What follows belongs to an exercise in optimizing a design on an open flow for small area, a short achievable clock period and few clock cycles per item; a production flow would make more cautious choices. Where RTL was checked, it was by simulation tests only, not by an equivalence proof against the original.

Design CompDiv, start of the top module:
module CompDiv(
	input [31:0] Divisor_input,
	input [31:0] Dividend_input,
	input run,
	input rst,
	input clk,
	output ready,
	output [31:0] Quotient_output,
	output [31:0] Remainder_output
	);
	reg al1, al2, it, done;
	wire idle = ~(al1 | al2 | it | done);
	reg [4:0] cnt;
	reg [31:0] R, Q, D;
	assign ready = done;
	assign Quotient_output = Q;
	assign Remainder_output = R;
	wire [31:0] diff;
	wire ge;
	SubSK sub(.a(R), .b(D), .d(diff), .nb(ge));
	wire [5:0] za, zb;
	Clz32 clza(.x(R), .z(za));
	Clz32 clzb(.x(D), .z(zb));
	wire [4:0] d = zb[4:0] - za[4:0];
	wire d0 = zb[4:0] == za[4:0];
	wire b0 = ~|D;
	wire [31:0] s0 = cnt[0] ? {D[30:0], 1'b0} : D;
	wire [31:0] s1 = cnt[1] ? {s0[29:0], 2'b0} : s0;
	wire [31:0] s2 = cnt[2] ? {s1[27:0], 4'b0} : s1;
	wire [31:0] s3 = cnt[3] ? {s2[23:0], 8'b0} : s2;
	wire [31:0] s4 = cnt[4] ? {s3[15:0], 16'b0} : s3;
	wire r_ld = idle;
	wire r_sub = it & ge;
	wire r_keep = ~(r_ld | r_sub);
	wire [31:0] R_next = ({32{r_ld}} & Dividend_input) | ({32{r_sub}} & diff) | ({32{r_keep}} & R);
	wire q_keep = ~(al1 | it);
  ...
==> flow/config.mk <==
export PLATFORM = sky130hd
export DESIGN_NAME = CompDiv
export DESIGN_NICKNAME = CompDiv
export VERILOG_FILES = /design/flow/design.v
export SDC_FILE = /design/flow/constraint.sdc
export NUM_CORES = 4
export LEC_CHECK = 0
export CAP_MARGIN = 20
export CORE_MARGIN = 2
export CORE_UTILIZATION = 60
export SLEW_MARGIN = 20
==> flow/constraint.sdc <==
create_clock -name core_clock -period 10.0 [get_ports {clk}]
set_input_delay 2.0000 -clock core_clock [delete_from_list [all_inputs] [get_ports {clk}]]
set_output_delay 2.0000 -clock core_clock [all_outputs]
set_load 0.01 [all_outputs]
standard.sh (not shown) runs the stock make flow with config.mk's settings and CLKGATE_MAP_FILE= SYNTH_SCRIPT=/design/flow/synth_recipe.tcl, a recipe that flattens the netlist after the stock synthesis.
==> flow/flow/run.sh <==
#!/bin/bash
# The standard layout (standard.sh, unchanged synthesis) with these optimisation knobs:
#  - port buffers are buf_1 cells (buffer_ports' own pick is a larger delay cell)
#  - optional: sizing may change a cell's footprint (FOOTPRINT=0)
# standard.sh's output goes to standard.log here; ORFS's own logs stay under orfs/logs.
export SETUP_SLACK_MARGIN=7.15
export BUFFER_PORTS_ARGS="-buffer_cell sky130_fd_sc_hd__buf_1"
bash standard.sh MATCH_CELL_FOOTPRINT=0 finish > standard.log 2>&1
The baseline finished clean.
Testbench counts at the start, summed over its fixed seeds: cycles 19,444, items 2,400.
Next try:
--- a/flow/flow/run.sh
+++ b/flow/flow/run.sh
@@ -4,5 +4,5 @@
 #  - optional: sizing may change a cell's footprint (FOOTPRINT=0)
 # standard.sh's output goes to standard.log here; ORFS's own logs stay under orfs/logs.
-export SETUP_SLACK_MARGIN=7.15
+export SETUP_SLACK_MARGIN=7
 export BUFFER_PORTS_ARGS="-buffer_cell sky130_fd_sc_hd__buf_1"
 bash standard.sh MATCH_CELL_FOOTPRINT=0 finish > standard.log 2>&1
CORE_UTILIZATION = 65   (was 60)
After rerunning:
- The changed run produced a clean layout
- utilization shrinks by 6.6 points
- setup slack degrades by 0.033 ns

---

CompDiv, a different RTL version from the one above (not shown whole).
For scale: ~960 cells after synthesis, roughly 110 flip-flops, ~8200 µm² of cells after synthesis.
Settings: LEC_CHECK=0, CAP_MARGIN=20, CORE_MARGIN=2, CORE_UTILIZATION=40, SLEW_MARGIN=20; clock period 10.0 ns.
==> flow/flow/run.sh <==
#!/bin/bash
# The standard layout (standard.sh, unchanged synthesis) with two optimisation knobs:
#  - port buffers are buf_1 cells (buffer_ports' own pick is a larger delay cell)
# standard.sh's output goes to standard.log here; ORFS's own logs stay under orfs/logs.
export SETUP_SLACK_MARGIN=7
export BUFFER_PORTS_ARGS="-buffer_cell sky130_fd_sc_hd__buf_1"
bash standard.sh > standard.log 2>&1
Testbench counts at the start, summed over its fixed seeds: cycles 19,557, items 2,400.
Rerun with:
--- a/flow/config.mk
+++ b/flow/config.mk
@@ -8,4 +8,4 @@
 export CAP_MARGIN = 20
 export CORE_MARGIN = 2
-export CORE_UTILIZATION = 40
+export CORE_UTILIZATION = 60
 export SLEW_MARGIN = 20
What happened: The new run produced a clean layout. Utilization rises by 25 points. Worst setup slack improved by 0.015 ns. Cell area fell slightly. Global-route usage rises by 10 points. Wire length falls by a few percent. Maximum frequency goes up slightly.
Rerun with:
==> flow/flow/run.sh (replaced) <==
#!/bin/bash
# The standard layout (standard.sh, unchanged synthesis) with these optimisation knobs:
#  - port buffers are buf_1 cells (buffer_ports' own pick is a larger delay cell)
#  - optional: sizing may change a cell's footprint (FOOTPRINT=0)
# standard.sh's output goes to standard.log here; ORFS's own logs stay under orfs/logs.
export SETUP_SLACK_MARGIN=7
export BUFFER_PORTS_ARGS="-buffer_cell sky130_fd_sc_hd__buf_1"
bash standard.sh MATCH_CELL_FOOTPRINT=0 finish > standard.log 2>&1
Effect: Non-clock buffer count is unchanged. Final area is about the same. Setup slack hardly moves. Via count hardly moves. Sequential share of layout area barely changes. Global-route usage stays flat. Wire length is about the same. Clock skew hardly moves.

---

Another version of the RTL of CompDiv (not shown whole).
For scale: roughly 1000 cells after synthesis, roughly 110 flip-flops, about 130 I/O pins, about 8700 um^2 of cells after synthesis.
==> flow/config.mk <==
export PLATFORM = sky130hd
export DESIGN_NAME = CompDiv
export DESIGN_NICKNAME = CompDiv
export VERILOG_FILES = /design/flow/design.v
export SDC_FILE = /design/flow/constraint.sdc
export NUM_CORES = 4
export LEC_CHECK = 0
export CAP_MARGIN = 20
export CORE_MARGIN = 2
export CORE_UTILIZATION = 40
export SLEW_MARGIN = 20
==> flow/constraint.sdc <==
create_clock -name core_clock -period 10.0 [get_ports {clk}]
set_input_delay 2.0000 -clock core_clock [delete_from_list [all_inputs] [get_ports {clk}]]
set_output_delay 2.0000 -clock core_clock [all_outputs]
set_load 0.01 [all_outputs]
==> flow/flow/run.sh <==
#!/bin/bash
cp standard.sh standard.sh.txt 2>/dev/null
export SETUP_SLACK_MARGIN=7.5
bash standard.sh > standard.log 2>&1
The first run passed the timing, DRC and antenna checks.
Rerun with:
==> flow/run.sh (new file) <==
#!/bin/bash
# synth_recipe.tcl (not shown) runs the flow's synth.tcl, then flattens the netlist and writes it again
# the make line also repeats each setting of config.mk as NAME=value (left out here)
make -C /OpenROAD-flow-scripts/flow DESIGN_CONFIG=/design/flow/config.mk WORK_HOME=/design/flow/orfs CLKGATE_MAP_FILE= SYNTH_SCRIPT=/design/flow/synth_recipe.tcl finish
removed: flow/flow/run.sh
removed: flow/standard.sh
Effect:
- setup slack gets worse by 0.57 ns
- synthesized cell count stays the same
- core utilization came out lower by 8.3 points
No run of this note included a check of the RTL's function; only the layout flow was run.

---

CompDiv with an RTL version that a note above also has.
Size: about 900 cells after synthesis, about 130 I/O pins, ~7500 um^2 of cells after synthesis.
Settings: LEC_CHECK=0, CAP_MARGIN=20, CORE_MARGIN=2, CORE_UTILIZATION=60, CTS_BUF_LIST=sky130_fd_sc_hd__clkbuf_8 sky130_fd_sc_hd__clkbuf_16, CTS_CLUSTER_SIZE=40, SLEW_MARGIN=20; clock period 10.0 ns.
==> flow/flow/run.sh <==
#!/bin/bash
# The standard layout (standard.sh, unchanged synthesis) with these optimisation knobs:
#  - port buffers are buf_1 cells (buffer_ports' own pick is a larger delay cell)
#  - optional: sizing may change a cell's footprint (FOOTPRINT=0)
# standard.sh's output goes to standard.log here; ORFS's own logs stay under orfs/logs.
export SETUP_SLACK_MARGIN=7
export BUFFER_PORTS_ARGS="-buffer_cell sky130_fd_sc_hd__buf_1"
bash standard.sh MATCH_CELL_FOOTPRINT=0 finish > standard.log 2>&1
The first run finished with timing, DRC and antenna clean.
Testbench counts at the start, summed over its fixed seeds: cycles 19,444, items 2,400.
Change:
Settings changed: CORE_UTILIZATION 60 to 70, CTS_BUF_LIST sky130_fd_sc_hd__clkbuf_8 sky130_fd_sc_hd__clkbuf_16 to default, CTS_CLUSTER_SIZE 40 to default.
=>
- The changed run ran to the end with no violations
- die area shrinks by 14%
- synthesized cell count does not change
- sequential share of layout area came out higher by 0.96 points
- cell count came out lower by about 2.8%
- area after synthesis stays the same
Change:
Settings changed: CORE_UTILIZATION 70 to 60.
Maximum frequency came out higher by about 0.7%.
Hold slack gets worse by 0.012 ns.
Final area came out higher by 1.1%.
Synthesized cell count is unchanged.
Synthesized area stays the same.
Global-route usage came out lower by 5.6 points.
Utilization came out lower by 11 points.
Wire length came out lower by about 1.7%.

---

Setup of 09-19:
CompDiv, a different RTL version from the one above (not shown whole).
Size in the first run: roughly 900 cells after synthesis, about 110 flip-flops, about 130 I/O pins.
// CompDiv
module CompDiv(
	input [31:0] Divisor_input,
	input [31:0] Dividend_input,
	input run,
	input rst,
	input clk,
	output ready,
	output [31:0] Quotient_output,
	output [31:0] Remainder_output
	);
Settings: LEC_CHECK=0, CAP_MARGIN=20, CORE_MARGIN=2, CORE_UTILIZATION=60, SLEW_MARGIN=20; clock period 10.0 ns.
==> flow/flow/run.sh <==
#!/bin/bash
# The standard layout (standard.sh, unchanged synthesis) with these optimisation knobs:
#  - port buffers are buf_1 cells (buffer_ports' own pick is a larger delay cell)
#  - optional: sizing may change a cell's footprint (FOOTPRINT=0)
# standard.sh's output goes to standard.log here; ORFS's own logs stay under orfs/logs.
export SETUP_SLACK_MARGIN=7.2
export BUFFER_PORTS_ARGS="-buffer_cell sky130_fd_sc_hd__buf_1"
bash standard.sh MATCH_CELL_FOOTPRINT=0 finish > standard.log 2>&1
09-19 finished end to end and its layout was clean on timing, DRC and antenna.
Testbench counts of 09-19, summed over its fixed seeds: cycles 19,444, items 2,400.
Setup changes, 09-19 to 05-20
--- a/flow/flow/run.sh
+++ b/flow/flow/run.sh
@@ -6 +6 @@
-export SETUP_SLACK_MARGIN=7.2
+export SETUP_SLACK_MARGIN=7
## What came out
Portion of the clock cycle consumed by the worst path in the final layout | 05-20 below 09-19. The run with more routed wire is 09-19, not 05-20. Diff 09-19..05-20 | final count of negative-setup-slack endpoints | unchanged. Looking only at post-route minimum period, and setting everything else aside, the higher value of 05-20 and 09-19 goes to 09-19. 05-20 | stages: all done | timing, DRC, antenna: all pass. Compare 05-20 and 09-19 | end-of-flow core utilization higher: 09-19. Between 05-20 and 09-19, the wire length of the first global-routing pass is lower for 05-20. On clock-cell share of area, the higher figure sits with 05-20, not 09-19. Re final worst slack: 05-20 and 09-19 aren't equal, and the lower value belongs to 09-19. Looking at fmax, 05-20 sits 14% higher than 09-19 does.

-- port drivers added, routing unchanged --
No port has a modelled driver above. Below, the same layouts with a new extraction and two added sets of constraints. Step 1 sets driving cells, clkbuf_16 on the clock port and buf_2 on the other inputs (assumed; they add their load-dependent delay and slew). Step 2, shift: input delay + t, output delay - t, t = (earliest + latest rising clock arrival at the registers) / 2. This alone moves slack from input paths to output paths. Three values: ideal ports, drivers, drivers and shift; two values: the first two.
| run | shift t [ns] | setup slack, ns | latest minus earliest clock arrival (ns) |
|---|---|---|---|
| the first run of note 1 | 0.415 | 7.048 / 7.048 / 7.048 | 0.012 / 0.012 |
| the second run of note 1 | 0.418 | 7.015 / 6.971 / 7.029 | 0.011 / 0.011 |
| the first run of note 2 | 0.416 | 6.855 / 6.808 / 6.871 | 0.013 / 0.013 |
| the second run of note 2 | 0.405 | 6.869 / 6.826 / 6.933 | 0.010 / 0.010 |
| the third run of note 2 | 0.407 | 6.868 / 6.824 / 6.958 | 0.010 / 0.010 |
| the first run of note 3 | 0.410 | 6.799 / 6.756 / 6.799 | 0.016 / 0.015 |
| the second run of note 3 | 0.409 | 6.227 / 6.227 / 6.227 | 0.012 / 0.012 |
| the first run of note 4 | 0.408 | 7.025 / 6.983 / 7.068 | 0.013 / 0.013 |
| the second run of note 4 | 0.449 | 7.000 / 6.961 / 7.038 | 0.015 / 0.015 |
| the third run of note 4 | 0.409 | 7.020 / 6.979 / 7.068 | 0.013 / 0.014 |
| 09-19 | 0.418 | 6.438 / 6.438 / 6.438 | 0.013 / 0.013 |
| 05-20 | 0.408 | 6.873 / 6.873 / 6.873 | 0.015 / 0.015 |
After both steps every run listed still meets setup and hold.
